From an optimization exercise on the open Yosys and OpenROAD flow, aimed at small area, a short achievable clock period and few clock cycles per item; shortcuts taken in it are not production practice.
Only the layout flow was run in this run; the RTL was not checked for function there.
No activity file was given, so power comes from the tool's default toggle rates.

[flow/flow/run.sh]
#!/bin/bash
# The standard ORFS flow (standard.sh) with two changes:
#  - port buffers are sky130_fd_sc_hd__buf_2 cells instead of the default
#    delay buffers;
#  - before floorplanning, combinational cells start at drive strength 1
#    (flow/downsize.tcl); the flow's repair steps upsize where needed.
# Each tool's log stays under orfs/logs/; make's own output goes to run_make.log.
set -euo pipefail
here=$(pwd)
bash standard.sh \
  "BUFFER_PORTS_ARGS=-buffer_cell sky130_fd_sc_hd__buf_2" \
  "PRE_FLOORPLAN_TCL=$here/flow/downsize.tcl" \
  finish > run_make.log 2>&1
[flow/flow/downsize.tcl]
# PRE_FLOORPLAN hook: start every combinational cell of the synthesized netlist
# at drive strength 1; the flow's own repair steps upsize cells where timing
# or slew needs it. Flip-flops keep the cell synthesis gave them.
set n_down 0
foreach inst [get_cells *] {
  set ref [get_property $inst ref_name]
  if { [regexp {^(sky130_fd_sc_hd__[a-z0-9]+)_([0-9]+)$} $ref -> base size] } {
    if { $size <= 1 || [string match "*__df*" $base] || [string match "*__conb*" $base] } {
      continue
    }
    set cand [get_lib_cells -quiet */${base}_1]
    if { [llength $cand] > 0 } {
      replace_cell $inst [lindex $cand 0]
      incr n_down
    }
  }
}
puts "downsize.tcl: $n_down cells set to drive strength 1"
[flow/standard.sh]
#!/bin/bash
# synth_recipe.tcl (not shown) runs the flow's synth.tcl, then flattens the netlist and writes it again
# the make line also repeats each setting of config.mk as NAME=value (left out here)
make -C /OpenROAD-flow-scripts/flow DESIGN_CONFIG=/design/flow/config.mk WORK_HOME=/design/flow/orfs CLKGATE_MAP_FILE= SYNTH_SCRIPT=/design/flow/synth_recipe.tcl "${@:-finish}"
[flow/config.mk]
export PLATFORM = sky130hd
export DESIGN_NAME = Complex_Multiplier
export DESIGN_NICKNAME = Complex_Multiplier
export VERILOG_FILES = /design/flow/design.v
export SDC_FILE = /design/flow/constraint.sdc
export NUM_CORES = 4
export LEC_CHECK = 0
export CAP_MARGIN = 20
export CORE_MARGIN = 2
export CORE_UTILIZATION = 40
export CTS_BUF_LIST = sky130_fd_sc_hd__clkbuf_4 sky130_fd_sc_hd__clkbuf_8
export SETUP_SLACK_MARGIN = 1.2
export SLEW_MARGIN = 20
export SYNTH_HIERARCHICAL = 1
[flow/constraint.sdc]
create_clock -name core_clock -period 5.0 [get_ports {clk}]
set_input_delay 1.0000 -clock core_clock [delete_from_list [all_inputs] [get_ports {clk}]]
set_output_delay 1.0000 -clock core_clock [all_outputs]
set_load 0.01 [all_outputs]
[flow/design.v]
module Complex_Multiplier (
	input clk,
	input rst,
	input signed  [7:0] Re_in_1,
	input signed  [7:0] Im_in_1,
	input signed  [7:0] Re_in_2,
	input signed  [7:0] Im_in_2,
	input signed  [1:0] data_valid_in,
	output signed [15:0] Re_out,
	output signed [15:0] Im_out,
	output signed [1:0] data_valid_out
);
wire cone1, ctwo2, cnz3, cnegn4, cone5, ctwo6, cnz7, cnegn8, cone9, ctwo10, cnz11, cnegn12, cone13, ctwo14, cnz15, cnegn16, done17, dtwo18, dnz19, dnegn20, done21, dtwo22, dnz23, dnegn24, done25, dtwo26, dnz27, dnegn28, done29, dtwo30, dnz31, dnegn32, pp33, pp34, pp35, pp36, pp37, pp38, pp39, pp40, pp41, pp42, pp43, pp44, pp45, pp46, pp47, pp48, pp49, pp50, pp51, pp52, pp53, pp54, pp55, pp56, pp57, pp58, pp59, pp60, pp61, pp62, pp63, pp64, pp65, pp66, pp67, pp68, pp69, pp70, pp71, pp72, pp73, pp74, pp75, pp76, pp77, pp78, pp79, pp80, pp81, pp82, pp83, pp84, pp85, pp86, pp87, pp88, pp89, pp90, pp91, pp92, pp93, pp94, pp95, pp96, pp97, pp98, pp99, pp100, pp101, pp102, pp103, pp104, ci105, ci106, ci107, ci108, res109, rec110, res111, rec112, res113, rec114, res115, rec116, res117, rec118, res119, rec120, res121, rec122, res123, rec124, res125, rec126, res127, rec128, res129, rec130, res131, rec132, res133, rec134, res135, rec136, res137, rec138, res139, rec140, res141, rec142, res143, rec144, res145, rec146, res147, rec148, res149, rec150, res151, rec152, res153, rec154, res155, rec156, res157, rec158, res159, rec160, res161, rec162, res163, rec164, res165, rec166, res167, rec168, res169, rec170, res171, rec172, res173, rec174, res175, rec176, res177, rec178, res179, rec180, res181, rec182, res183, rec184, res185, rec186, res187, rec188, res189, rec190, res191, rec192, res193, rec194, res195, rec196, res197, rec198, res199, rec200, res201, rec202, res203, rec204, res205, rec206, res207, rec208, res209, rec210, res211, rec212, res213, rec214, res215, rec216, res217, rec218, res219, rec220, res221, rec222, res223, rec224, res225, rec226, res227, rec228, res229, rec230, res231, rec232, res233, rec234, res235, rec236, res237, rec238, res239, rec240, res241, rec242, pp243, pp244, pp245, pp246, pp247, pp248, pp249, pp250, pp251, pp252, pp253, pp254, pp255, pp256, pp257, pp258, pp259, pp260, pp261, pp262, pp263, pp264, pp265, pp266, pp267, pp268, pp269, pp270, pp271, pp272, pp273, pp274, pp275, pp276, pp277, pp278, pp279, pp280, pp281, pp282, pp283, pp284, pp285, pp286, pp287, pp288, pp289, pp290, pp291, pp292, pp293, pp294, pp295, pp296, pp297, pp298, pp299, pp300, pp301, pp302, pp303, pp304, pp305, pp306, pp307, pp308, pp309, pp310, pp311, pp312, pp313, pp314, ci315, ci316, ci317, ci318, ims319, imc320, ims321, imc322, ims323, imc324, ims325, imc326, ims327, imc328, ims329, imc330, ims331, imc332, ims333, imc334, ims335, imc336, ims337, imc338, ims339, imc340, ims341, imc342, ims343, imc344, ims345, imc346, ims347, imc348, ims349, imc350, ims351, imc352, ims353, imc354, ims355, imc356, ims357, imc358, ims359, imc360, ims361, imc362, ims363, imc364, ims365, imc366, ims367, imc368, ims369, imc370, ims371, imc372, ims373, imc374, ims375, imc376, ims377, imc378, ims379, imc380, ims381, imc382, ims383, imc384, ims385, imc386, ims387, imc388, ims389, imc390, ims391, imc392, ims393, imc394, ims395, imc396, ims397, imc398, ims399, imc400, ims401, imc402, ims403, imc404, ims405, imc406, ims407, imc408, ims409, imc410, ims411, imc412, ims413, imc414, ims415, imc416, ims417, imc418, ims419, imc420, ims421, imc422, ims423, imc424, ims425, imc426, ims427, imc428, ims429, imc430, ims431, imc432, ims433, imc434, ims435, imc436, ims437, imc438, ims439, imc440, ims441, imc442, ims443, imc444, ims445, imc446, ims447, imc448, ims449, imc450, ims451, imc452, relos453, reloc454, relos455, reloc456, relos457, reloc458, relos459, reloc460, relos461, reloc462, relos463, reloc464, imlos465, imloc466, imlos467, imloc468, imlos469, imloc470, imlos471, imloc472, imlos473, imloc474, imlos475, imloc476;
cm_benc0 u_cone1 (.y1(Re_in_2[1]), .y0(Re_in_2[0]), .one(cone1), .two(ctwo2), .nz(cnz3));
assign cnegn4 = ~Re_in_2[1];
cm_benc u_cone5 (.y1(Re_in_2[3]), .y0(Re_in_2[2]), .ym(Re_in_2[1]), .one(cone5), .two(ctwo6), .nz(cnz7));
assign cnegn8 = ~Re_in_2[3];
cm_benc u_cone9 (.y1(Re_in_2[5]), .y0(Re_in_2[4]), .ym(Re_in_2[3]), .one(cone9), .two(ctwo10), .nz(cnz11));
assign cnegn12 = ~Re_in_2[5];
cm_benc u_cone13 (.y1(Re_in_2[7]), .y0(Re_in_2[6]), .ym(Re_in_2[5]), .one(cone13), .two(ctwo14), .nz(cnz15));
assign cnegn16 = ~Re_in_2[7];
cm_benc0 u_done17 (.y1(Im_in_2[1]), .y0(Im_in_2[0]), .one(done17), .two(dtwo18), .nz(dnz19));
assign dnegn20 = ~Im_in_2[1];
cm_benc u_done21 (.y1(Im_in_2[3]), .y0(Im_in_2[2]), .ym(Im_in_2[1]), .one(done21), .two(dtwo22), .nz(dnz23));
assign dnegn24 = ~Im_in_2[3];
cm_benc u_done25 (.y1(Im_in_2[5]), .y0(Im_in_2[4]), .ym(Im_in_2[3]), .one(done25), .two(dtwo26), .nz(dnz27));
assign dnegn28 = ~Im_in_2[5];
cm_benc u_done29 (.y1(Im_in_2[7]), .y0(Im_in_2[6]), .ym(Im_in_2[5]), .one(done29), .two(dtwo30), .nz(dnz31));
assign dnegn32 = ~Im_in_2[7];
cm_bsel1 u_pp33 (.e(cone1), .x(Re_in_1[0]), .n(Re_in_2[1]), .p(pp33));
cm_bsel2 u_pp34 (.e1(cone1), .x1(Re_in_1[1]), .e2(ctwo2), .x2(Re_in_1[0]), .n(Re_in_2[1]), .p(pp34));
cm_bsel2 u_pp35 (.e1(cone1), .x1(Re_in_1[2]), .e2(ctwo2), .x2(Re_in_1[1]), .n(Re_in_2[1]), .p(pp35));
cm_bsel2 u_pp36 (.e1(cone1), .x1(Re_in_1[3]), .e2(ctwo2), .x2(Re_in_1[2]), .n(Re_in_2[1]), .p(pp36));
cm_bsel2 u_pp37 (.e1(cone1), .x1(Re_in_1[4]), .e2(ctwo2), .x2(Re_in_1[3]), .n(Re_in_2[1]), .p(pp37));
cm_bsel2 u_pp38 (.e1(cone1), .x1(Re_in_1[5]), .e2(ctwo2), .x2(Re_in_1[4]), .n(Re_in_2[1]), .p(pp38));
cm_bsel2 u_pp39 (.e1(cone1), .x1(Re_in_1[6]), .e2(ctwo2), .x2(Re_in_1[5]), .n(Re_in_2[1]), .p(pp39));
cm_bsel2 u_pp40 (.e1(cone1), .x1(Re_in_1[7]), .e2(ctwo2), .x2(Re_in_1[6]), .n(Re_in_2[1]), .p(pp40));
cm_bsel1 u_pp41 (.e(cnz3), .x(Re_in_1[7]), .n(cnegn4), .p(pp41));
cm_bsel1 u_pp42 (.e(cone5), .x(Re_in_1[0]), .n(Re_in_2[3]), .p(pp42));
cm_bsel2 u_pp43 (.e1(cone5), .x1(Re_in_1[1]), .e2(ctwo6), .x2(Re_in_1[0]), .n(Re_in_2[3]), .p(pp43));
cm_bsel2 u_pp44 (.e1(cone5), .x1(Re_in_1[2]), .e2(ctwo6), .x2(Re_in_1[1]), .n(Re_in_2[3]), .p(pp44));
cm_bsel2 u_pp45 (.e1(cone5), .x1(Re_in_1[3]), .e2(ctwo6), .x2(Re_in_1[2]), .n(Re_in_2[3]), .p(pp45));
cm_bsel2 u_pp46 (.e1(cone5), .x1(Re_in_1[4]), .e2(ctwo6), .x2(Re_in_1[3]), .n(Re_in_2[3]), .p(pp46));
cm_bsel2 u_pp47 (.e1(cone5), .x1(Re_in_1[5]), .e2(ctwo6), .x2(Re_in_1[4]), .n(Re_in_2[3]), .p(pp47));
cm_bsel2 u_pp48 (.e1(cone5), .x1(Re_in_1[6]), .e2(ctwo6), .x2(Re_in_1[5]), .n(Re_in_2[3]), .p(pp48));
cm_bsel2 u_pp49 (.e1(cone5), .x1(Re_in_1[7]), .e2(ctwo6), .x2(Re_in_1[6]), .n(Re_in_2[3]), .p(pp49));
cm_bsel1 u_pp50 (.e(cnz7), .x(Re_in_1[7]), .n(cnegn8), .p(pp50));
cm_bsel1 u_pp51 (.e(cone9), .x(Re_in_1[0]), .n(Re_in_2[5]), .p(pp51));
cm_bsel2 u_pp52 (.e1(cone9), .x1(Re_in_1[1]), .e2(ctwo10), .x2(Re_in_1[0]), .n(Re_in_2[5]), .p(pp52));
cm_bsel2 u_pp53 (.e1(cone9), .x1(Re_in_1[2]), .e2(ctwo10), .x2(Re_in_1[1]), .n(Re_in_2[5]), .p(pp53));
cm_bsel2 u_pp54 (.e1(cone9), .x1(Re_in_1[3]), .e2(ctwo10), .x2(Re_in_1[2]), .n(Re_in_2[5]), .p(pp54));
cm_bsel2 u_pp55 (.e1(cone9), .x1(Re_in_1[4]), .e2(ctwo10), .x2(Re_in_1[3]), .n(Re_in_2[5]), .p(pp55));
cm_bsel2 u_pp56 (.e1(cone9), .x1(Re_in_1[5]), .e2(ctwo10), .x2(Re_in_1[4]), .n(Re_in_2[5]), .p(pp56));
cm_bsel2 u_pp57 (.e1(cone9), .x1(Re_in_1[6]), .e2(ctwo10), .x2(Re_in_1[5]), .n(Re_in_2[5]), .p(pp57));
cm_bsel2 u_pp58 (.e1(cone9), .x1(Re_in_1[7]), .e2(ctwo10), .x2(Re_in_1[6]), .n(Re_in_2[5]), .p(pp58));
cm_bsel1 u_pp59 (.e(cnz11), .x(Re_in_1[7]), .n(cnegn12), .p(pp59));
cm_bsel1 u_pp60 (.e(cone13), .x(Re_in_1[0]), .n(Re_in_2[7]), .p(pp60));
cm_bsel2 u_pp61 (.e1(cone13), .x1(Re_in_1[1]), .e2(ctwo14), .x2(Re_in_1[0]), .n(Re_in_2[7]), .p(pp61));
cm_bsel2 u_pp62 (.e1(cone13), .x1(Re_in_1[2]), .e2(ctwo14), .x2(Re_in_1[1]), .n(Re_in_2[7]), .p(pp62));
cm_bsel2 u_pp63 (.e1(cone13), .x1(Re_in_1[3]), .e2(ctwo14), .x2(Re_in_1[2]), .n(Re_in_2[7]), .p(pp63));
cm_bsel2 u_pp64 (.e1(cone13), .x1(Re_in_1[4]), .e2(ctwo14), .x2(Re_in_1[3]), .n(Re_in_2[7]), .p(pp64));
cm_bsel2 u_pp65 (.e1(cone13), .x1(Re_in_1[5]), .e2(ctwo14), .x2(Re_in_1[4]), .n(Re_in_2[7]), .p(pp65));
cm_bsel2 u_pp66 (.e1(cone13), .x1(Re_in_1[6]), .e2(ctwo14), .x2(Re_in_1[5]), .n(Re_in_2[7]), .p(pp66));
cm_bsel2 u_pp67 (.e1(cone13), .x1(Re_in_1[7]), .e2(ctwo14), .x2(Re_in_1[6]), .n(Re_in_2[7]), .p(pp67));
cm_bsel1 u_pp68 (.e(cnz15), .x(Re_in_1[7]), .n(cnegn16), .p(pp68));
cm_bsel1 u_pp69 (.e(done17), .x(Im_in_1[0]), .n(dnegn20), .p(pp69));
cm_bsel2 u_pp70 (.e1(done17), .x1(Im_in_1[1]), .e2(dtwo18), .x2(Im_in_1[0]), .n(dnegn20), .p(pp70));
cm_bsel2 u_pp71 (.e1(done17), .x1(Im_in_1[2]), .e2(dtwo18), .x2(Im_in_1[1]), .n(dnegn20), .p(pp71));
cm_bsel2 u_pp72 (.e1(done17), .x1(Im_in_1[3]), .e2(dtwo18), .x2(Im_in_1[2]), .n(dnegn20), .p(pp72));
cm_bsel2 u_pp73 (.e1(done17), .x1(Im_in_1[4]), .e2(dtwo18), .x2(Im_in_1[3]), .n(dnegn20), .p(pp73));
cm_bsel2 u_pp74 (.e1(done17), .x1(Im_in_1[5]), .e2(dtwo18), .x2(Im_in_1[4]), .n(dnegn20), .p(pp74));
cm_bsel2 u_pp75 (.e1(done17), .x1(Im_in_1[6]), .e2(dtwo18), .x2(Im_in_1[5]), .n(dnegn20), .p(pp75));
cm_bsel2 u_pp76 (.e1(done17), .x1(Im_in_1[7]), .e2(dtwo18), .x2(Im_in_1[6]), .n(dnegn20), .p(pp76));
cm_bsel1 u_pp77 (.e(dnz19), .x(Im_in_1[7]), .n(Im_in_2[1]), .p(pp77));
cm_bsel1 u_pp78 (.e(done21), .x(Im_in_1[0]), .n(dnegn24), .p(pp78));
cm_bsel2 u_pp79 (.e1(done21), .x1(Im_in_1[1]), .e2(dtwo22), .x2(Im_in_1[0]), .n(dnegn24), .p(pp79));
cm_bsel2 u_pp80 (.e1(done21), .x1(Im_in_1[2]), .e2(dtwo22), .x2(Im_in_1[1]), .n(dnegn24), .p(pp80));
cm_bsel2 u_pp81 (.e1(done21), .x1(Im_in_1[3]), .e2(dtwo22), .x2(Im_in_1[2]), .n(dnegn24), .p(pp81));
cm_bsel2 u_pp82 (.e1(done21), .x1(Im_in_1[4]), .e2(dtwo22), .x2(Im_in_1[3]), .n(dnegn24), .p(pp82));
cm_bsel2 u_pp83 (.e1(done21), .x1(Im_in_1[5]), .e2(dtwo22), .x2(Im_in_1[4]), .n(dnegn24), .p(pp83));
cm_bsel2 u_pp84 (.e1(done21), .x1(Im_in_1[6]), .e2(dtwo22), .x2(Im_in_1[5]), .n(dnegn24), .p(pp84));
cm_bsel2 u_pp85 (.e1(done21), .x1(Im_in_1[7]), .e2(dtwo22), .x2(Im_in_1[6]), .n(dnegn24), .p(pp85));
cm_bsel1 u_pp86 (.e(dnz23), .x(Im_in_1[7]), .n(Im_in_2[3]), .p(pp86));
cm_bsel1 u_pp87 (.e(done25), .x(Im_in_1[0]), .n(dnegn28), .p(pp87));
cm_bsel2 u_pp88 (.e1(done25), .x1(Im_in_1[1]), .e2(dtwo26), .x2(Im_in_1[0]), .n(dnegn28), .p(pp88));
cm_bsel2 u_pp89 (.e1(done25), .x1(Im_in_1[2]), .e2(dtwo26), .x2(Im_in_1[1]), .n(dnegn28), .p(pp89));
cm_bsel2 u_pp90 (.e1(done25), .x1(Im_in_1[3]), .e2(dtwo26), .x2(Im_in_1[2]), .n(dnegn28), .p(pp90));
cm_bsel2 u_pp91 (.e1(done25), .x1(Im_in_1[4]), .e2(dtwo26), .x2(Im_in_1[3]), .n(dnegn28), .p(pp91));
cm_bsel2 u_pp92 (.e1(done25), .x1(Im_in_1[5]), .e2(dtwo26), .x2(Im_in_1[4]), .n(dnegn28), .p(pp92));
cm_bsel2 u_pp93 (.e1(done25), .x1(Im_in_1[6]), .e2(dtwo26), .x2(Im_in_1[5]), .n(dnegn28), .p(pp93));
cm_bsel2 u_pp94 (.e1(done25), .x1(Im_in_1[7]), .e2(dtwo26), .x2(Im_in_1[6]), .n(dnegn28), .p(pp94));
cm_bsel1 u_pp95 (.e(dnz27), .x(Im_in_1[7]), .n(Im_in_2[5]), .p(pp95));
cm_bsel1 u_pp96 (.e(done29), .x(Im_in_1[0]), .n(dnegn32), .p(pp96));
cm_bsel2 u_pp97 (.e1(done29), .x1(Im_in_1[1]), .e2(dtwo30), .x2(Im_in_1[0]), .n(dnegn32), .p(pp97));
cm_bsel2 u_pp98 (.e1(done29), .x1(Im_in_1[2]), .e2(dtwo30), .x2(Im_in_1[1]), .n(dnegn32), .p(pp98));
cm_bsel2 u_pp99 (.e1(done29), .x1(Im_in_1[3]), .e2(dtwo30), .x2(Im_in_1[2]), .n(dnegn32), .p(pp99));
cm_bsel2 u_pp100 (.e1(done29), .x1(Im_in_1[4]), .e2(dtwo30), .x2(Im_in_1[3]), .n(dnegn32), .p(pp100));
cm_bsel2 u_pp101 (.e1(done29), .x1(Im_in_1[5]), .e2(dtwo30), .x2(Im_in_1[4]), .n(dnegn32), .p(pp101));
cm_bsel2 u_pp102 (.e1(done29), .x1(Im_in_1[6]), .e2(dtwo30), .x2(Im_in_1[5]), .n(dnegn32), .p(pp102));
cm_bsel2 u_pp103 (.e1(done29), .x1(Im_in_1[7]), .e2(dtwo30), .x2(Im_in_1[6]), .n(dnegn32), .p(pp103));
cm_bsel1 u_pp104 (.e(dnz31), .x(Im_in_1[7]), .n(Im_in_2[7]), .p(pp104));
assign ci105 = ~pp49;
assign ci106 = ~pp100;
assign ci107 = ~pp102;
assign ci108 = ~pp104;
cm_ha u_res109 (.a(Re_in_2[7]), .b(dnegn32), .s(res109), .co(rec110));
cm_fa u_res111 (.a(Re_in_2[5]), .b(dnegn28), .c(pp37), .s(res111), .co(rec112));
cm_ha u_res113 (.a(pp38), .b(pp45), .s(res113), .co(rec114));
cm_fa u_res115 (.a(res109), .b(pp39), .c(pp46), .s(res115), .co(rec116));
cm_fa u_res117 (.a(pp53), .b(pp60), .c(pp75), .s(res117), .co(rec118));
cm_fa u_res119 (.a(rec110), .b(pp40), .c(pp47), .s(res119), .co(rec120));
cm_fa u_res121 (.a(pp54), .b(pp61), .c(pp76), .s(res121), .co(rec122));
cm_ha u_res123 (.a(pp83), .b(pp90), .s(res123), .co(rec124));
cm_fa u_res125 (.a(pp41), .b(pp48), .c(pp55), .s(res125), .co(rec126));
cm_fa u_res127 (.a(pp62), .b(pp77), .c(pp84), .s(res127), .co(rec128));
cm_ha u_res129 (.a(pp91), .b(pp98), .s(res129), .co(rec130));
cm_fa u_res131 (.a(pp56), .b(pp63), .c(pp85), .s(res131), .co(rec132));
cm_ha u_res133 (.a(pp92), .b(pp99), .s(res133), .co(rec134));
cm_fa u_res135 (.a(pp49), .b(pp50), .c(pp57), .s(res135), .co(rec136));
cm_ha u_res137 (.a(pp64), .b(pp86), .s(res137), .co(rec138));
cm_ha u_res139 (.a(pp100), .b(pp101), .s(res139), .co(rec140));
cm_fa u_res141 (.a(Re_in_2[3]), .b(dnegn24), .c(pp35), .s(res141), .co(rec142));
cm_ha u_res143 (.a(pp36), .b(pp43), .s(res143), .co(rec144));
cm_fa u_res145 (.a(pp44), .b(pp51), .c(pp73), .s(res145), .co(rec146));
cm_ha u_res147 (.a(pp80), .b(pp87), .s(res147), .co(rec148));
cm_fa u_res149 (.a(pp52), .b(pp74), .c(pp81), .s(res149), .co(rec150));
cm_fa u_res151 (.a(pp88), .b(res113), .c(rec112), .s(res151), .co(rec152));
cm_fa u_res153 (.a(pp82), .b(pp89), .c(pp96), .s(res153), .co(rec154));
cm_fa u_res155 (.a(rec114), .b(res115), .c(res117), .s(res155), .co(rec156));
cm_fa u_res157 (.a(pp97), .b(res123), .c(rec116), .s(res157), .co(rec158));
cm_fa u_res159 (.a(rec118), .b(res119), .c(res121), .s(res159), .co(rec160));
cm_fa u_res161 (.a(rec124), .b(res129), .c(rec120), .s(res161), .co(rec162));
cm_fa u_res163 (.a(rec122), .b(res125), .c(res127), .s(res163), .co(rec164));
cm_fa u_res165 (.a(ci105), .b(rec130), .c(res133), .s(res165), .co(rec166));
cm_fa u_res167 (.a(rec126), .b(rec128), .c(res131), .s(res167), .co(rec168));
cm_fa u_res169 (.a(pp93), .b(ci106), .c(rec134), .s(res169), .co(rec170));
cm_fa u_res171 (.a(res137), .b(rec132), .c(res135), .s(res171), .co(rec172));
cm_fa u_res173 (.a(pp58), .b(pp65), .c(pp94), .s(res173), .co(rec174));
cm_fa u_res175 (.a(rec138), .b(res139), .c(rec136), .s(res175), .co(rec176));
cm_fa u_res177 (.a(pp59), .b(pp66), .c(pp95), .s(res177), .co(rec178));
cm_ha u_res179 (.a(ci107), .b(rec140), .s(res179), .co(rec180));
cm_ha u_res181 (.a(pp102), .b(pp103), .s(res181), .co(rec182));
cm_ha u_res183 (.a(Re_in_2[1]), .b(dnegn20), .s(res183), .co(rec184));
cm_ha u_res185 (.a(pp42), .b(pp71), .s(res185), .co(rec186));
cm_fa u_res187 (.a(pp72), .b(pp79), .c(res143), .s(res187), .co(rec188));
cm_fa u_res189 (.a(rec144), .b(res147), .c(res111), .s(res189), .co(rec190));
cm_fa u_res191 (.a(rec148), .b(rec146), .c(res149), .s(res191), .co(rec192));
cm_fa u_res193 (.a(rec150), .b(res153), .c(rec152), .s(res193), .co(rec194));
cm_fa u_res195 (.a(rec154), .b(rec156), .c(res157), .s(res195), .co(rec196));
cm_fa u_res197 (.a(rec158), .b(rec160), .c(res161), .s(res197), .co(rec198));
cm_fa u_res199 (.a(res165), .b(rec162), .c(rec164), .s(res199), .co(rec200));
cm_fa u_res201 (.a(rec166), .b(res169), .c(rec168), .s(res201), .co(rec202));
cm_fa u_res203 (.a(res173), .b(rec170), .c(rec172), .s(res203), .co(rec204));
cm_fa u_res205 (.a(rec174), .b(res179), .c(res177), .s(res205), .co(rec206));
cm_fa u_res207 (.a(pp67), .b(res181), .c(rec180), .s(res207), .co(rec208));
cm_ha u_res209 (.a(pp68), .b(ci108), .s(res209), .co(rec210));
cm_ha u_res211 (.a(res183), .b(pp33), .s(res211), .co(rec212));
cm_fa u_res213 (.a(rec184), .b(pp34), .c(pp70), .s(res213), .co(rec214));
cm_fa u_res215 (.a(pp78), .b(res185), .c(res141), .s(res215), .co(rec216));
cm_fa u_res217 (.a(rec186), .b(rec142), .c(res187), .s(res217), .co(rec218));
cm_fa u_res219 (.a(res145), .b(rec188), .c(res189), .s(res219), .co(rec220));
cm_fa u_res221 (.a(rec190), .b(res151), .c(res191), .s(res221), .co(rec222));
cm_fa u_res223 (.a(rec192), .b(res155), .c(res193), .s(res223), .co(rec224));
cm_fa u_res225 (.a(res159), .b(rec194), .c(res195), .s(res225), .co(rec226));
cm_fa u_res227 (.a(res163), .b(rec196), .c(res197), .s(res227), .co(rec228));
cm_fa u_res229 (.a(res167), .b(rec198), .c(res199), .s(res229), .co(rec230));
cm_fa u_res231 (.a(res171), .b(rec200), .c(res201), .s(res231), .co(rec232));
cm_fa u_res233 (.a(res175), .b(rec202), .c(res203), .s(res233), .co(rec234));
cm_fa u_res235 (.a(rec176), .b(res205), .c(rec204), .s(res235), .co(rec236));
cm_fa u_res237 (.a(rec178), .b(res207), .c(rec206), .s(res237), .co(rec238));
cm_fa u_res239 (.a(rec182), .b(res209), .c(rec208), .s(res239), .co(rec240));
cm_ha u_res241 (.a(pp104), .b(rec210), .s(res241), .co(rec242));
cm_bsel1 u_pp243 (.e(cone1), .x(Im_in_1[0]), .n(Re_in_2[1]), .p(pp243));
cm_bsel2 u_pp244 (.e1(cone1), .x1(Im_in_1[1]), .e2(ctwo2), .x2(Im_in_1[0]), .n(Re_in_2[1]), .p(pp244));
cm_bsel2 u_pp245 (.e1(cone1), .x1(Im_in_1[2]), .e2(ctwo2), .x2(Im_in_1[1]), .n(Re_in_2[1]), .p(pp245));
cm_bsel2 u_pp246 (.e1(cone1), .x1(Im_in_1[3]), .e2(ctwo2), .x2(Im_in_1[2]), .n(Re_in_2[1]), .p(pp246));
cm_bsel2 u_pp247 (.e1(cone1), .x1(Im_in_1[4]), .e2(ctwo2), .x2(Im_in_1[3]), .n(Re_in_2[1]), .p(pp247));
cm_bsel2 u_pp248 (.e1(cone1), .x1(Im_in_1[5]), .e2(ctwo2), .x2(Im_in_1[4]), .n(Re_in_2[1]), .p(pp248));
cm_bsel2 u_pp249 (.e1(cone1), .x1(Im_in_1[6]), .e2(ctwo2), .x2(Im_in_1[5]), .n(Re_in_2[1]), .p(pp249));
cm_bsel2 u_pp250 (.e1(cone1), .x1(Im_in_1[7]), .e2(ctwo2), .x2(Im_in_1[6]), .n(Re_in_2[1]), .p(pp250));
cm_bsel1 u_pp251 (.e(cnz3), .x(Im_in_1[7]), .n(cnegn4), .p(pp251));
cm_bsel1 u_pp252 (.e(cone5), .x(Im_in_1[0]), .n(Re_in_2[3]), .p(pp252));
cm_bsel2 u_pp253 (.e1(cone5), .x1(Im_in_1[1]), .e2(ctwo6), .x2(Im_in_1[0]), .n(Re_in_2[3]), .p(pp253));
cm_bsel2 u_pp254 (.e1(cone5), .x1(Im_in_1[2]), .e2(ctwo6), .x2(Im_in_1[1]), .n(Re_in_2[3]), .p(pp254));
cm_bsel2 u_pp255 (.e1(cone5), .x1(Im_in_1[3]), .e2(ctwo6), .x2(Im_in_1[2]), .n(Re_in_2[3]), .p(pp255));
cm_bsel2 u_pp256 (.e1(cone5), .x1(Im_in_1[4]), .e2(ctwo6), .x2(Im_in_1[3]), .n(Re_in_2[3]), .p(pp256));
cm_bsel2 u_pp257 (.e1(cone5), .x1(Im_in_1[5]), .e2(ctwo6), .x2(Im_in_1[4]), .n(Re_in_2[3]), .p(pp257));
cm_bsel2 u_pp258 (.e1(cone5), .x1(Im_in_1[6]), .e2(ctwo6), .x2(Im_in_1[5]), .n(Re_in_2[3]), .p(pp258));
cm_bsel2 u_pp259 (.e1(cone5), .x1(Im_in_1[7]), .e2(ctwo6), .x2(Im_in_1[6]), .n(Re_in_2[3]), .p(pp259));
cm_bsel1 u_pp260 (.e(cnz7), .x(Im_in_1[7]), .n(cnegn8), .p(pp260));
cm_bsel1 u_pp261 (.e(cone9), .x(Im_in_1[0]), .n(Re_in_2[5]), .p(pp261));
cm_bsel2 u_pp262 (.e1(cone9), .x1(Im_in_1[1]), .e2(ctwo10), .x2(Im_in_1[0]), .n(Re_in_2[5]), .p(pp262));
cm_bsel2 u_pp263 (.e1(cone9), .x1(Im_in_1[2]), .e2(ctwo10), .x2(Im_in_1[1]), .n(Re_in_2[5]), .p(pp263));
cm_bsel2 u_pp264 (.e1(cone9), .x1(Im_in_1[3]), .e2(ctwo10), .x2(Im_in_1[2]), .n(Re_in_2[5]), .p(pp264));
cm_bsel2 u_pp265 (.e1(cone9), .x1(Im_in_1[4]), .e2(ctwo10), .x2(Im_in_1[3]), .n(Re_in_2[5]), .p(pp265));
cm_bsel2 u_pp266 (.e1(cone9), .x1(Im_in_1[5]), .e2(ctwo10), .x2(Im_in_1[4]), .n(Re_in_2[5]), .p(pp266));
cm_bsel2 u_pp267 (.e1(cone9), .x1(Im_in_1[6]), .e2(ctwo10), .x2(Im_in_1[5]), .n(Re_in_2[5]), .p(pp267));
cm_bsel2 u_pp268 (.e1(cone9), .x1(Im_in_1[7]), .e2(ctwo10), .x2(Im_in_1[6]), .n(Re_in_2[5]), .p(pp268));
cm_bsel1 u_pp269 (.e(cnz11), .x(Im_in_1[7]), .n(cnegn12), .p(pp269));
cm_bsel1 u_pp270 (.e(cone13), .x(Im_in_1[0]), .n(Re_in_2[7]), .p(pp270));
cm_bsel2 u_pp271 (.e1(cone13), .x1(Im_in_1[1]), .e2(ctwo14), .x2(Im_in_1[0]), .n(Re_in_2[7]), .p(pp271));
cm_bsel2 u_pp272 (.e1(cone13), .x1(Im_in_1[2]), .e2(ctwo14), .x2(Im_in_1[1]), .n(Re_in_2[7]), .p(pp272));
cm_bsel2 u_pp273 (.e1(cone13), .x1(Im_in_1[3]), .e2(ctwo14), .x2(Im_in_1[2]), .n(Re_in_2[7]), .p(pp273));
cm_bsel2 u_pp274 (.e1(cone13), .x1(Im_in_1[4]), .e2(ctwo14), .x2(Im_in_1[3]), .n(Re_in_2[7]), .p(pp274));
cm_bsel2 u_pp275 (.e1(cone13), .x1(Im_in_1[5]), .e2(ctwo14), .x2(Im_in_1[4]), .n(Re_in_2[7]), .p(pp275));
cm_bsel2 u_pp276 (.e1(cone13), .x1(Im_in_1[6]), .e2(ctwo14), .x2(Im_in_1[5]), .n(Re_in_2[7]), .p(pp276));
cm_bsel2 u_pp277 (.e1(cone13), .x1(Im_in_1[7]), .e2(ctwo14), .x2(Im_in_1[6]), .n(Re_in_2[7]), .p(pp277));
cm_bsel1 u_pp278 (.e(cnz15), .x(Im_in_1[7]), .n(cnegn16), .p(pp278));
cm_bsel1 u_pp279 (.e(done17), .x(Re_in_1[0]), .n(Im_in_2[1]), .p(pp279));
cm_bsel2 u_pp280 (.e1(done17), .x1(Re_in_1[1]), .e2(dtwo18), .x2(Re_in_1[0]), .n(Im_in_2[1]), .p(pp280));
cm_bsel2 u_pp281 (.e1(done17), .x1(Re_in_1[2]), .e2(dtwo18), .x2(Re_in_1[1]), .n(Im_in_2[1]), .p(pp281));
cm_bsel2 u_pp282 (.e1(done17), .x1(Re_in_1[3]), .e2(dtwo18), .x2(Re_in_1[2]), .n(Im_in_2[1]), .p(pp282));
cm_bsel2 u_pp283 (.e1(done17), .x1(Re_in_1[4]), .e2(dtwo18), .x2(Re_in_1[3]), .n(Im_in_2[1]), .p(pp283));
cm_bsel2 u_pp284 (.e1(done17), .x1(Re_in_1[5]), .e2(dtwo18), .x2(Re_in_1[4]), .n(Im_in_2[1]), .p(pp284));
cm_bsel2 u_pp285 (.e1(done17), .x1(Re_in_1[6]), .e2(dtwo18), .x2(Re_in_1[5]), .n(Im_in_2[1]), .p(pp285));
cm_bsel2 u_pp286 (.e1(done17), .x1(Re_in_1[7]), .e2(dtwo18), .x2(Re_in_1[6]), .n(Im_in_2[1]), .p(pp286));
cm_bsel1 u_pp287 (.e(dnz19), .x(Re_in_1[7]), .n(dnegn20), .p(pp287));
cm_bsel1 u_pp288 (.e(done21), .x(Re_in_1[0]), .n(Im_in_2[3]), .p(pp288));
cm_bsel2 u_pp289 (.e1(done21), .x1(Re_in_1[1]), .e2(dtwo22), .x2(Re_in_1[0]), .n(Im_in_2[3]), .p(pp289));
cm_bsel2 u_pp290 (.e1(done21), .x1(Re_in_1[2]), .e2(dtwo22), .x2(Re_in_1[1]), .n(Im_in_2[3]), .p(pp290));
cm_bsel2 u_pp291 (.e1(done21), .x1(Re_in_1[3]), .e2(dtwo22), .x2(Re_in_1[2]), .n(Im_in_2[3]), .p(pp291));
cm_bsel2 u_pp292 (.e1(done21), .x1(Re_in_1[4]), .e2(dtwo22), .x2(Re_in_1[3]), .n(Im_in_2[3]), .p(pp292));
cm_bsel2 u_pp293 (.e1(done21), .x1(Re_in_1[5]), .e2(dtwo22), .x2(Re_in_1[4]), .n(Im_in_2[3]), .p(pp293));
cm_bsel2 u_pp294 (.e1(done21), .x1(Re_in_1[6]), .e2(dtwo22), .x2(Re_in_1[5]), .n(Im_in_2[3]), .p(pp294));
cm_bsel2 u_pp295 (.e1(done21), .x1(Re_in_1[7]), .e2(dtwo22), .x2(Re_in_1[6]), .n(Im_in_2[3]), .p(pp295));
cm_bsel1 u_pp296 (.e(dnz23), .x(Re_in_1[7]), .n(dnegn24), .p(pp296));
cm_bsel1 u_pp297 (.e(done25), .x(Re_in_1[0]), .n(Im_in_2[5]), .p(pp297));
cm_bsel2 u_pp298 (.e1(done25), .x1(Re_in_1[1]), .e2(dtwo26), .x2(Re_in_1[0]), .n(Im_in_2[5]), .p(pp298));
cm_bsel2 u_pp299 (.e1(done25), .x1(Re_in_1[2]), .e2(dtwo26), .x2(Re_in_1[1]), .n(Im_in_2[5]), .p(pp299));
cm_bsel2 u_pp300 (.e1(done25), .x1(Re_in_1[3]), .e2(dtwo26), .x2(Re_in_1[2]), .n(Im_in_2[5]), .p(pp300));
cm_bsel2 u_pp301 (.e1(done25), .x1(Re_in_1[4]), .e2(dtwo26), .x2(Re_in_1[3]), .n(Im_in_2[5]), .p(pp301));
cm_bsel2 u_pp302 (.e1(done25), .x1(Re_in_1[5]), .e2(dtwo26), .x2(Re_in_1[4]), .n(Im_in_2[5]), .p(pp302));
cm_bsel2 u_pp303 (.e1(done25), .x1(Re_in_1[6]), .e2(dtwo26), .x2(Re_in_1[5]), .n(Im_in_2[5]), .p(pp303));
cm_bsel2 u_pp304 (.e1(done25), .x1(Re_in_1[7]), .e2(dtwo26), .x2(Re_in_1[6]), .n(Im_in_2[5]), .p(pp304));
cm_bsel1 u_pp305 (.e(dnz27), .x(Re_in_1[7]), .n(dnegn28), .p(pp305));
cm_bsel1 u_pp306 (.e(done29), .x(Re_in_1[0]), .n(Im_in_2[7]), .p(pp306));
cm_bsel2 u_pp307 (.e1(done29), .x1(Re_in_1[1]), .e2(dtwo30), .x2(Re_in_1[0]), .n(Im_in_2[7]), .p(pp307));
cm_bsel2 u_pp308 (.e1(done29), .x1(Re_in_1[2]), .e2(dtwo30), .x2(Re_in_1[1]), .n(Im_in_2[7]), .p(pp308));
cm_bsel2 u_pp309 (.e1(done29), .x1(Re_in_1[3]), .e2(dtwo30), .x2(Re_in_1[2]), .n(Im_in_2[7]), .p(pp309));
cm_bsel2 u_pp310 (.e1(done29), .x1(Re_in_1[4]), .e2(dtwo30), .x2(Re_in_1[3]), .n(Im_in_2[7]), .p(pp310));
cm_bsel2 u_pp311 (.e1(done29), .x1(Re_in_1[5]), .e2(dtwo30), .x2(Re_in_1[4]), .n(Im_in_2[7]), .p(pp311));
cm_bsel2 u_pp312 (.e1(done29), .x1(Re_in_1[6]), .e2(dtwo30), .x2(Re_in_1[5]), .n(Im_in_2[7]), .p(pp312));
cm_bsel2 u_pp313 (.e1(done29), .x1(Re_in_1[7]), .e2(dtwo30), .x2(Re_in_1[6]), .n(Im_in_2[7]), .p(pp313));
cm_bsel1 u_pp314 (.e(dnz31), .x(Re_in_1[7]), .n(dnegn32), .p(pp314));
assign ci315 = ~pp259;
assign ci316 = ~pp259;
assign ci317 = ~pp269;
assign ci318 = ~pp278;
cm_ha u_ims319 (.a(Im_in_2[7]), .b(Re_in_2[7]), .s(ims319), .co(imc320));
cm_fa u_ims321 (.a(Im_in_2[5]), .b(Re_in_2[5]), .c(pp247), .s(ims321), .co(imc322));
cm_ha u_ims323 (.a(pp248), .b(pp255), .s(ims323), .co(imc324));
cm_fa u_ims325 (.a(ims319), .b(pp249), .c(pp256), .s(ims325), .co(imc326));
cm_fa u_ims327 (.a(pp263), .b(pp270), .c(pp285), .s(ims327), .co(imc328));
cm_fa u_ims329 (.a(imc320), .b(pp250), .c(pp257), .s(ims329), .co(imc330));
cm_fa u_ims331 (.a(pp264), .b(pp271), .c(pp286), .s(ims331), .co(imc332));
cm_ha u_ims333 (.a(pp293), .b(pp300), .s(ims333), .co(imc334));
cm_fa u_ims335 (.a(pp251), .b(pp258), .c(pp265), .s(ims335), .co(imc336));
cm_fa u_ims337 (.a(pp272), .b(pp287), .c(pp294), .s(ims337), .co(imc338));
cm_ha u_ims339 (.a(pp301), .b(pp308), .s(ims339), .co(imc340));
cm_fa u_ims341 (.a(pp266), .b(pp273), .c(pp295), .s(ims341), .co(imc342));
cm_ha u_ims343 (.a(pp302), .b(pp309), .s(ims343), .co(imc344));
cm_fa u_ims345 (.a(pp260), .b(pp267), .c(pp274), .s(ims345), .co(imc346));
cm_ha u_ims347 (.a(pp296), .b(pp303), .s(ims347), .co(imc348));
cm_ha u_ims349 (.a(pp259), .b(pp268), .s(ims349), .co(imc350));
cm_fa u_ims351 (.a(Im_in_2[3]), .b(Re_in_2[3]), .c(pp245), .s(ims351), .co(imc352));
cm_ha u_ims353 (.a(pp246), .b(pp253), .s(ims353), .co(imc354));
cm_fa u_ims355 (.a(pp254), .b(pp261), .c(pp283), .s(ims355), .co(imc356));
cm_ha u_ims357 (.a(pp290), .b(pp297), .s(ims357), .co(imc358));
cm_fa u_ims359 (.a(pp262), .b(pp284), .c(pp291), .s(ims359), .co(imc360));
cm_fa u_ims361 (.a(pp298), .b(ims323), .c(imc322), .s(ims361), .co(imc362));
cm_fa u_ims363 (.a(pp292), .b(pp299), .c(pp306), .s(ims363), .co(imc364));
cm_fa u_ims365 (.a(imc324), .b(ims325), .c(ims327), .s(ims365), .co(imc366));
cm_fa u_ims367 (.a(pp307), .b(ims333), .c(imc326), .s(ims367), .co(imc368));
cm_fa u_ims369 (.a(imc328), .b(ims329), .c(ims331), .s(ims369), .co(imc370));
cm_fa u_ims371 (.a(imc334), .b(ims339), .c(imc330), .s(ims371), .co(imc372));
cm_fa u_ims373 (.a(imc332), .b(ims335), .c(ims337), .s(ims373), .co(imc374));
cm_fa u_ims375 (.a(ci315), .b(imc340), .c(ims343), .s(ims375), .co(imc376));
cm_fa u_ims377 (.a(imc336), .b(imc338), .c(ims341), .s(ims377), .co(imc378));
cm_fa u_ims379 (.a(pp310), .b(ci316), .c(imc344), .s(ims379), .co(imc380));
cm_fa u_ims381 (.a(ims347), .b(imc342), .c(ims345), .s(ims381), .co(imc382));
cm_fa u_ims383 (.a(pp275), .b(pp304), .c(pp311), .s(ims383), .co(imc384));
cm_fa u_ims385 (.a(imc348), .b(ims349), .c(imc346), .s(ims385), .co(imc386));
cm_fa u_ims387 (.a(pp276), .b(pp305), .c(pp312), .s(ims387), .co(imc388));
cm_ha u_ims389 (.a(ci317), .b(imc350), .s(ims389), .co(imc390));
cm_ha u_ims391 (.a(pp269), .b(pp277), .s(ims391), .co(imc392));
cm_ha u_ims393 (.a(Im_in_2[1]), .b(Re_in_2[1]), .s(ims393), .co(imc394));
cm_ha u_ims395 (.a(pp252), .b(pp281), .s(ims395), .co(imc396));
cm_fa u_ims397 (.a(pp282), .b(pp289), .c(ims353), .s(ims397), .co(imc398));
cm_fa u_ims399 (.a(imc354), .b(ims357), .c(ims321), .s(ims399), .co(imc400));
cm_fa u_ims401 (.a(imc358), .b(imc356), .c(ims359), .s(ims401), .co(imc402));
cm_fa u_ims403 (.a(imc360), .b(ims363), .c(imc362), .s(ims403), .co(imc404));
cm_fa u_ims405 (.a(imc364), .b(imc366), .c(ims367), .s(ims405), .co(imc406));
cm_fa u_ims407 (.a(imc368), .b(imc370), .c(ims371), .s(ims407), .co(imc408));
cm_fa u_ims409 (.a(ims375), .b(imc372), .c(imc374), .s(ims409), .co(imc410));
cm_fa u_ims411 (.a(imc376), .b(ims379), .c(imc378), .s(ims411), .co(imc412));
cm_fa u_ims413 (.a(ims383), .b(imc380), .c(imc382), .s(ims413), .co(imc414));
cm_fa u_ims415 (.a(imc384), .b(ims389), .c(ims387), .s(ims415), .co(imc416));
cm_fa u_ims417 (.a(pp313), .b(ims391), .c(imc390), .s(ims417), .co(imc418));
cm_ha u_ims419 (.a(pp314), .b(ci318), .s(ims419), .co(imc420));
cm_ha u_ims421 (.a(ims393), .b(pp243), .s(ims421), .co(imc422));
cm_fa u_ims423 (.a(imc394), .b(pp244), .c(pp280), .s(ims423), .co(imc424));
cm_fa u_ims425 (.a(pp288), .b(ims395), .c(ims351), .s(ims425), .co(imc426));
cm_fa u_ims427 (.a(imc396), .b(imc352), .c(ims397), .s(ims427), .co(imc428));
cm_fa u_ims429 (.a(ims355), .b(imc398), .c(ims399), .s(ims429), .co(imc430));
cm_fa u_ims431 (.a(imc400), .b(ims361), .c(ims401), .s(ims431), .co(imc432));
cm_fa u_ims433 (.a(imc402), .b(ims365), .c(ims403), .s(ims433), .co(imc434));
cm_fa u_ims435 (.a(ims369), .b(imc404), .c(ims405), .s(ims435), .co(imc436));
cm_fa u_ims437 (.a(ims373), .b(imc406), .c(ims407), .s(ims437), .co(imc438));
cm_fa u_ims439 (.a(ims377), .b(imc408), .c(ims409), .s(ims439), .co(imc440));
cm_fa u_ims441 (.a(ims381), .b(imc410), .c(ims411), .s(ims441), .co(imc442));
cm_fa u_ims443 (.a(ims385), .b(imc412), .c(ims413), .s(ims443), .co(imc444));
cm_fa u_ims445 (.a(imc386), .b(ims415), .c(imc414), .s(ims445), .co(imc446));
cm_fa u_ims447 (.a(imc388), .b(ims417), .c(imc416), .s(ims447), .co(imc448));
cm_fa u_ims449 (.a(imc392), .b(ims419), .c(imc418), .s(ims449), .co(imc450));
cm_ha u_ims451 (.a(pp278), .b(imc420), .s(ims451), .co(imc452));
cm_ha u_relos453 (.a(pp69), .b(res211), .s(relos453), .co(reloc454));
cm_fa u_relos455 (.a(rec212), .b(res213), .c(reloc454), .s(relos455), .co(reloc456));
cm_fa u_relos457 (.a(rec214), .b(res215), .c(reloc456), .s(relos457), .co(reloc458));
cm_fa u_relos459 (.a(rec216), .b(res217), .c(reloc458), .s(relos459), .co(reloc460));
cm_fa u_relos461 (.a(rec218), .b(res219), .c(reloc460), .s(relos461), .co(reloc462));
cm_fa u_relos463 (.a(rec220), .b(res221), .c(reloc462), .s(relos463), .co(reloc464));
cm_ha u_imlos465 (.a(pp279), .b(ims421), .s(imlos465), .co(imloc466));
cm_fa u_imlos467 (.a(imc422), .b(ims423), .c(imloc466), .s(imlos467), .co(imloc468));
cm_fa u_imlos469 (.a(imc424), .b(ims425), .c(imloc468), .s(imlos469), .co(imloc470));
cm_fa u_imlos471 (.a(imc426), .b(ims427), .c(imloc470), .s(imlos471), .co(imloc472));
cm_fa u_imlos473 (.a(imc428), .b(ims429), .c(imloc472), .s(imlos473), .co(imloc474));
cm_fa u_imlos475 (.a(imc430), .b(ims431), .c(imloc474), .s(imlos475), .co(imloc476));
reg vld_q;
always @(posedge clk) vld_q <= ~rst & (|data_valid_in);
assign data_valid_out = {1'b0, vld_q};
wire [15:0] re_r0 = {res241, res239, res237, rec234, rec232, rec230, rec228, rec226, rec224, rec222, rec220, rec218, rec216, rec214, rec212, pp69};
wire [15:0] re_r1 = {rec240, rec238, rec236, res235, res233, res231, res229, res227, res225, res223, res221, res219, res217, res215, res213, res211};
reg [5:0] re_lo_q;
always @(posedge clk) re_lo_q <= {relos463, relos461, relos459, relos457, relos455, relos453};
reg re_q0_6;
always @(posedge clk) re_q0_6 <= rec222;
reg re_q0_7;
always @(posedge clk) re_q0_7 <= rec224;
reg re_q0_8;
always @(posedge clk) re_q0_8 <= rec226;
reg re_q0_9;
always @(posedge clk) re_q0_9 <= rec228;
reg re_q0_10;
always @(posedge clk) re_q0_10 <= rec230;
reg re_q0_11;
always @(posedge clk) re_q0_11 <= rec232;
reg re_q0_12;
always @(posedge clk) re_q0_12 <= rec234;
reg re_q0_13;
always @(posedge clk) re_q0_13 <= res237;
reg re_q0_14;
always @(posedge clk) re_q0_14 <= res239;
reg re_q0_15;
always @(posedge clk) re_q0_15 <= res241;
reg re_q1_6;
always @(posedge clk) re_q1_6 <= res223;
reg re_q1_7;
always @(posedge clk) re_q1_7 <= res225;
reg re_q1_8;
always @(posedge clk) re_q1_8 <= res227;
reg re_q1_9;
always @(posedge clk) re_q1_9 <= res229;
reg re_q1_10;
always @(posedge clk) re_q1_10 <= res231;
reg re_q1_11;
always @(posedge clk) re_q1_11 <= res233;
reg re_q1_12;
always @(posedge clk) re_q1_12 <= res235;
reg re_q1_13;
always @(posedge clk) re_q1_13 <= rec236;
reg re_q1_14;
always @(posedge clk) re_q1_14 <= rec238;
reg re_q1_15;
always @(posedge clk) re_q1_15 <= rec240;
reg re_cy_q;
always @(posedge clk) re_cy_q <= reloc464;
assign Re_out = {{re_q0_15, re_q0_14, re_q0_13, re_q0_12, re_q0_11, re_q0_10, re_q0_9, re_q0_8, re_q0_7, re_q0_6} + {re_q1_15, re_q1_14, re_q1_13, re_q1_12, re_q1_11, re_q1_10, re_q1_9, re_q1_8, re_q1_7, re_q1_6} + re_cy_q, re_lo_q};
wire [15:0] im_r0 = {ims451, ims449, ims447, imc444, imc442, imc440, imc438, imc436, imc434, imc432, imc430, imc428, imc426, imc424, imc422, pp279};
wire [15:0] im_r1 = {imc450, imc448, imc446, ims445, ims443, ims441, ims439, ims437, ims435, ims433, ims431, ims429, ims427, ims425, ims423, ims421};
reg [5:0] im_lo_q;
always @(posedge clk) im_lo_q <= {imlos475, imlos473, imlos471, imlos469, imlos467, imlos465};
reg im_q0_6;
always @(posedge clk) im_q0_6 <= imc432;
reg im_q0_7;
always @(posedge clk) im_q0_7 <= imc434;
reg im_q0_8;
always @(posedge clk) im_q0_8 <= imc436;
reg im_q0_9;
always @(posedge clk) im_q0_9 <= imc438;
reg im_q0_10;
always @(posedge clk) im_q0_10 <= imc440;
reg im_q0_11;
always @(posedge clk) im_q0_11 <= imc442;
reg im_q0_12;
always @(posedge clk) im_q0_12 <= imc444;
reg im_q0_13;
always @(posedge clk) im_q0_13 <= ims447;
reg im_q0_14;
always @(posedge clk) im_q0_14 <= ims449;
reg im_q0_15;
always @(posedge clk) im_q0_15 <= ims451;
reg im_q1_6;
always @(posedge clk) im_q1_6 <= ims433;
reg im_q1_7;
always @(posedge clk) im_q1_7 <= ims435;
reg im_q1_8;
always @(posedge clk) im_q1_8 <= ims437;
reg im_q1_9;
always @(posedge clk) im_q1_9 <= ims439;
reg im_q1_10;
always @(posedge clk) im_q1_10 <= ims441;
reg im_q1_11;
always @(posedge clk) im_q1_11 <= ims443;
reg im_q1_12;
always @(posedge clk) im_q1_12 <= ims445;
reg im_q1_13;
always @(posedge clk) im_q1_13 <= imc446;
reg im_q1_14;
always @(posedge clk) im_q1_14 <= imc448;
reg im_q1_15;
always @(posedge clk) im_q1_15 <= imc450;
reg im_cy_q;
always @(posedge clk) im_cy_q <= imloc476;
assign Im_out = {{im_q0_15, im_q0_14, im_q0_13, im_q0_12, im_q0_11, im_q0_10, im_q0_9, im_q0_8, im_q0_7, im_q0_6} + {im_q1_15, im_q1_14, im_q1_13, im_q1_12, im_q1_11, im_q1_10, im_q1_9, im_q1_8, im_q1_7, im_q1_6} + im_cy_q, im_lo_q};
endmodule
module cm_fa (input a, input b, input c, output s, output co);
  assign s = a ^ b ^ c;
  assign co = (a & b) | (a & c) | (b & c);
endmodule
module cm_bsel1 (input e, input x, input n, output p);
  assign p = (e & x) ^ n;
endmodule
module cm_bsel2 (input e1, input x1, input e2, input x2, input n, output p);
  assign p = ((e1 & x1) | (e2 & x2)) ^ n;
endmodule
module cm_benc (input y1, input y0, input ym, output one, output two, output nz);
  assign one = y0 ^ ym;
  assign two = (y1 & ~y0 & ~ym) | (~y1 & y0 & ym);
  assign nz = ~(y1 & y0 & ym) & (y1 | y0 | ym);
endmodule
module cm_benc0 (input y1, input y0, output one, output two, output nz);
  assign one = y0;
  assign two = y1 & ~y0;
  assign nz = y1 | y0;
endmodule
module cm_ha (input a, input b, output s, output co);
  assign s = a ^ b;
  assign co = a & b;
endmodule
==> run notes <==
Timing
The maximum clock rate is 256.0 MHz. The final-layout setup total negative slack is 0 ns. Setup violations remaining at the end of the flow were counted as 0. The final period utilization is 78.12%.

Setup repair after global routing could not meet its margin everywhere. The count of endpoints failing hold in the final timing report is 0. The count of final max-slew check failures is 0. The minimum clock period is 3.906 ns.

Power and ir drop
The total power per unit cell area is 527.9 mW/mm^2. The fraction of power spent switching nets is 45.35%. The clock network is responsible for 7.1% of the overall power.

The cell leakage power is 3.535 nW. Summed over all nets, the switching power comes to 0.002080 W. Combinational logic is responsible for 75.8% of the overall power. Per report_power, the sequential group accounts for 17.1% of the total. The maximum resistive drop on vdd is 0.0005410 V. The internal portion of the total power is 0.002506 W.

Worst hold path
The class of the most critical hold timing path is in2reg. Along the worst hold path, the cell count comes to 2.

Floorplanning
The initial utilization of the core area, before any placement, comes to 41.17%. The I/O pin count is 70. The floorplan step defined a die boundary enclosing 0.01901 mm^2. Row generation in the floorplan step produced 48 rows. The die span in y is 137.9 um. In this run the horizontal extent of the chip is 137.9 um.

The total core area is 0.01742 mm^2.

Clock tree
The cell at the root of the clock tree is sky130_fd_sc_hd__clkbuf_8. TritonCTS built the clock tree. The buffer depth of the longest clock path is 2. The clock slew at the register clock pins of the worst setup and hold paths is 0.11 ns. After clock tree synthesis, the flow added hold-fix buffers numbering 0. Counting every sink on the clock net gives 55.

In this run, CTS created clock tree buffers numbering 5. The H-tree depth is 2.

Detailed routing
The initial DRC count is 444. Dividing the detail-routed wire length by the instance count gives 18.97 um. The routed via count divided by cell count is 5.448. The routed design has 19310 um of wire. The pre-antenna-repair detailed-routing pass consisted of 5 iterations.

The DRC violation count after routing is 0. Detailed routing inserted a total of 5546 vias. The remaining antenna violation count is 0.

Global route
The number of antenna violations at the first check in global routing is 1. The first global-routing pass estimated 31330 um of wire. Across every metal layer, demand over resource in global routing totals 21.47%.

The largest net degree at the start of global routing is 21. After global routing the overflow that remains totals 0. The via count of the first global-routing pass is 6087.

Cells and area
In the final layout, the registers with the most flip-flops are im_lo_q (6), re_lo_q (6). The cell area after layout is 0.008687 mm^2. The share of final-layout standard cells stronger than drive strength 1 is 21.69%. The repair_antennas step left the layout with diodes totalling 0.

Once layout is complete, the cells apart from fillers number 1018. Summing all multi-input logic gate instances after layout gives 0.006201 mm^2. For this run, the post-layout net count is 994. The footprint of the flip-flops and latches is 0.001101 mm^2. The layout has 1623 filler cells.

Place
Buffers placed on the I/O ports in this run total 68. The number of cells after detailed placement is 985. The HPWL reported at the end of detailed placement is 14680 um. The congestion estimate from routability-driven global placement came to 0.8509.

Summing all placed instances gives a cell area of 0.008128 mm^2.

Critical path
The kind of critical path is in2reg. For this design, the slowest cell found on the critical path is sky130_fd_sc_hd__fa_1. STA classifies the critical path endpoint as a flip-flop. In this design, the largest share of critical-path delay is due to adder cells. Counting buffers and inverters, the worst setup path is 11 cells deep.

The required time at the worst-slack endpoint is 5.24 ns. The delay of the slowest cell on the worst path is 0.51 ns. STA classifies the critical path startpoint as a primary input. The dominant cell type by count on the critical path is sky130_fd_sc_hd__fa_1.

Traced cell by cell, the critical path runs through buf_12 -> nor2b_4 -> buf_6 -> a22oi_1 -> xnor2_1 -> ha_1 -> fa_1 -> fa_1 -> fa_2 -> fa_2 -> fa_1. Together, buffers and inverters on the worst path number 2. The arrival time at the worst endpoint is 4.14 ns.

The maximum fanout encountered on the critical timing path is 7.

Logic synthesis
During synthesis, Yosys emitted a total of 7 warnings. The cell count after synthesis is 666. The number of nets handed over by synthesis was 868.

Outcome
The flow ran to the end and the layout has no timing, DRC or antenna violations.

Flow run
The total of max-cap violations is 0.
## repair_timing
item | in CTS | in global routing
buffers inserted | 14 | 11
gates resized for setup | 33 | 26
setup endpoints to repair | 18 | 16
pin swaps | 14 | 22
## metal layers
| layer | track usage [%] | vias up | part of all wire (%) |
|---|---|---|---|
| li1 | - | 2571 | - |
| met1 | 26.92 | 2791 | 43 |
| met2 | 39.00 | 158 | 52 |
| met3 | 2.887 | 26 | 4.2 |
| met4 | 5.329 | 0 | 1.5 |
| met5 | 0 | - | 0 |
## power by group through the flow
stage / logic [W] / clock network, W / registers [W]
after global routing: 0.00399 / 0.000357 / 0.000807
after floorplan: 0.00234 / 0 / 0.000803
after global placement: 0.00333 / 0 / 0.000789
after CTS: 0.00350 / 0.000338 / 0.000786
final: 0.00348 / 0.000327 / 0.000783
after detailed placement: 0.00342 / 0 / 0.000794
## layout by cell type, fill, tap and decap left out, types with 8 or more instances in the layout
master / count
sky130_fd_sc_hd__a21oi_1: 8
sky130_fd_sc_hd__a22oi_1: 107
sky130_fd_sc_hd__buf_2: 53
sky130_fd_sc_hd__buf_4: 56
sky130_fd_sc_hd__dfxtp_1: 55
sky130_fd_sc_hd__fa_1: 102
sky130_fd_sc_hd__fa_2: 14
sky130_fd_sc_hd__ha_1: 50
sky130_fd_sc_hd__inv_1: 31
sky130_fd_sc_hd__nand2_1: 35
sky130_fd_sc_hd__nor2_1: 17
sky130_fd_sc_hd__xnor2_1: 154
## area by class of cell
| class | instances | area share (%) |
|---|---|---|
| Inverter | 32 | 1.426 |
| Multi-Input combinational cell | 575 | 71.38 |
| Timing Repair Buffer | 123 | 9.924 |
| Clock inverter | 2 | 0.4033 |
| Sequential cell | 55 | 12.67 |
| Tap cell | 225 | 3.241 |
| Clock buffer | 6 | 0.9506 |
## stage by stage
step           hold slack [ns]  setup WS, ns  power, W  utilization [%]
2_1_floorplan            1.072        0.8815  0.003140                -
3_3_place_gp             1.159        0.3935  0.004120            46.67
3_5_place_dp             1.166        0.2930  0.004217            46.67
4_1_cts                 0.8074         1.095  0.004627            48.69
5_1_grt                 0.8038        0.9847  0.005149            49.88
6_report                0.8144         1.094  0.004586            49.88
## path summary, 6_finish.rpt
kind | endpoint | startpoint
max | im_lo_q[5] | Re_in_2[1]
min | vld_q | rst

-- afterwards: timing with drivers on the ports --
In the flow no input, the clock included, has a driving cell. The finished layout below was timed again as built, in two steps.
Step 1 (the two cells are an assumption about what drives the block):
set clk [get_ports {clk}]
set_driving_cell -lib_cell sky130_fd_sc_hd__clkbuf_16 $clk
set_driving_cell -lib_cell sky130_fd_sc_hd__buf_2 [delete_from_list [all_inputs] $clk]
Step 2 also shifts input and output timing later by t, the mid clock arrival at the registers, as if the neighbouring blocks saw the same clock.
Slacks: ideal / step 1 / step 2; pairs: ideal / step 1.
t, ns: 0.371
setup WS [ns]: 1.094 / 1.068 / 0.696
worst setup path after step 2: input to register
latest minus earliest clock arrival (ns): 0.019 / 0.019
worst register clock-pin slew, ns: 0.11 / 0.11
After both steps this run still meets setup and hold. For this run, drivers alone change the setup slack by -0.026 ns; drivers and shift together by -0.398 ns.
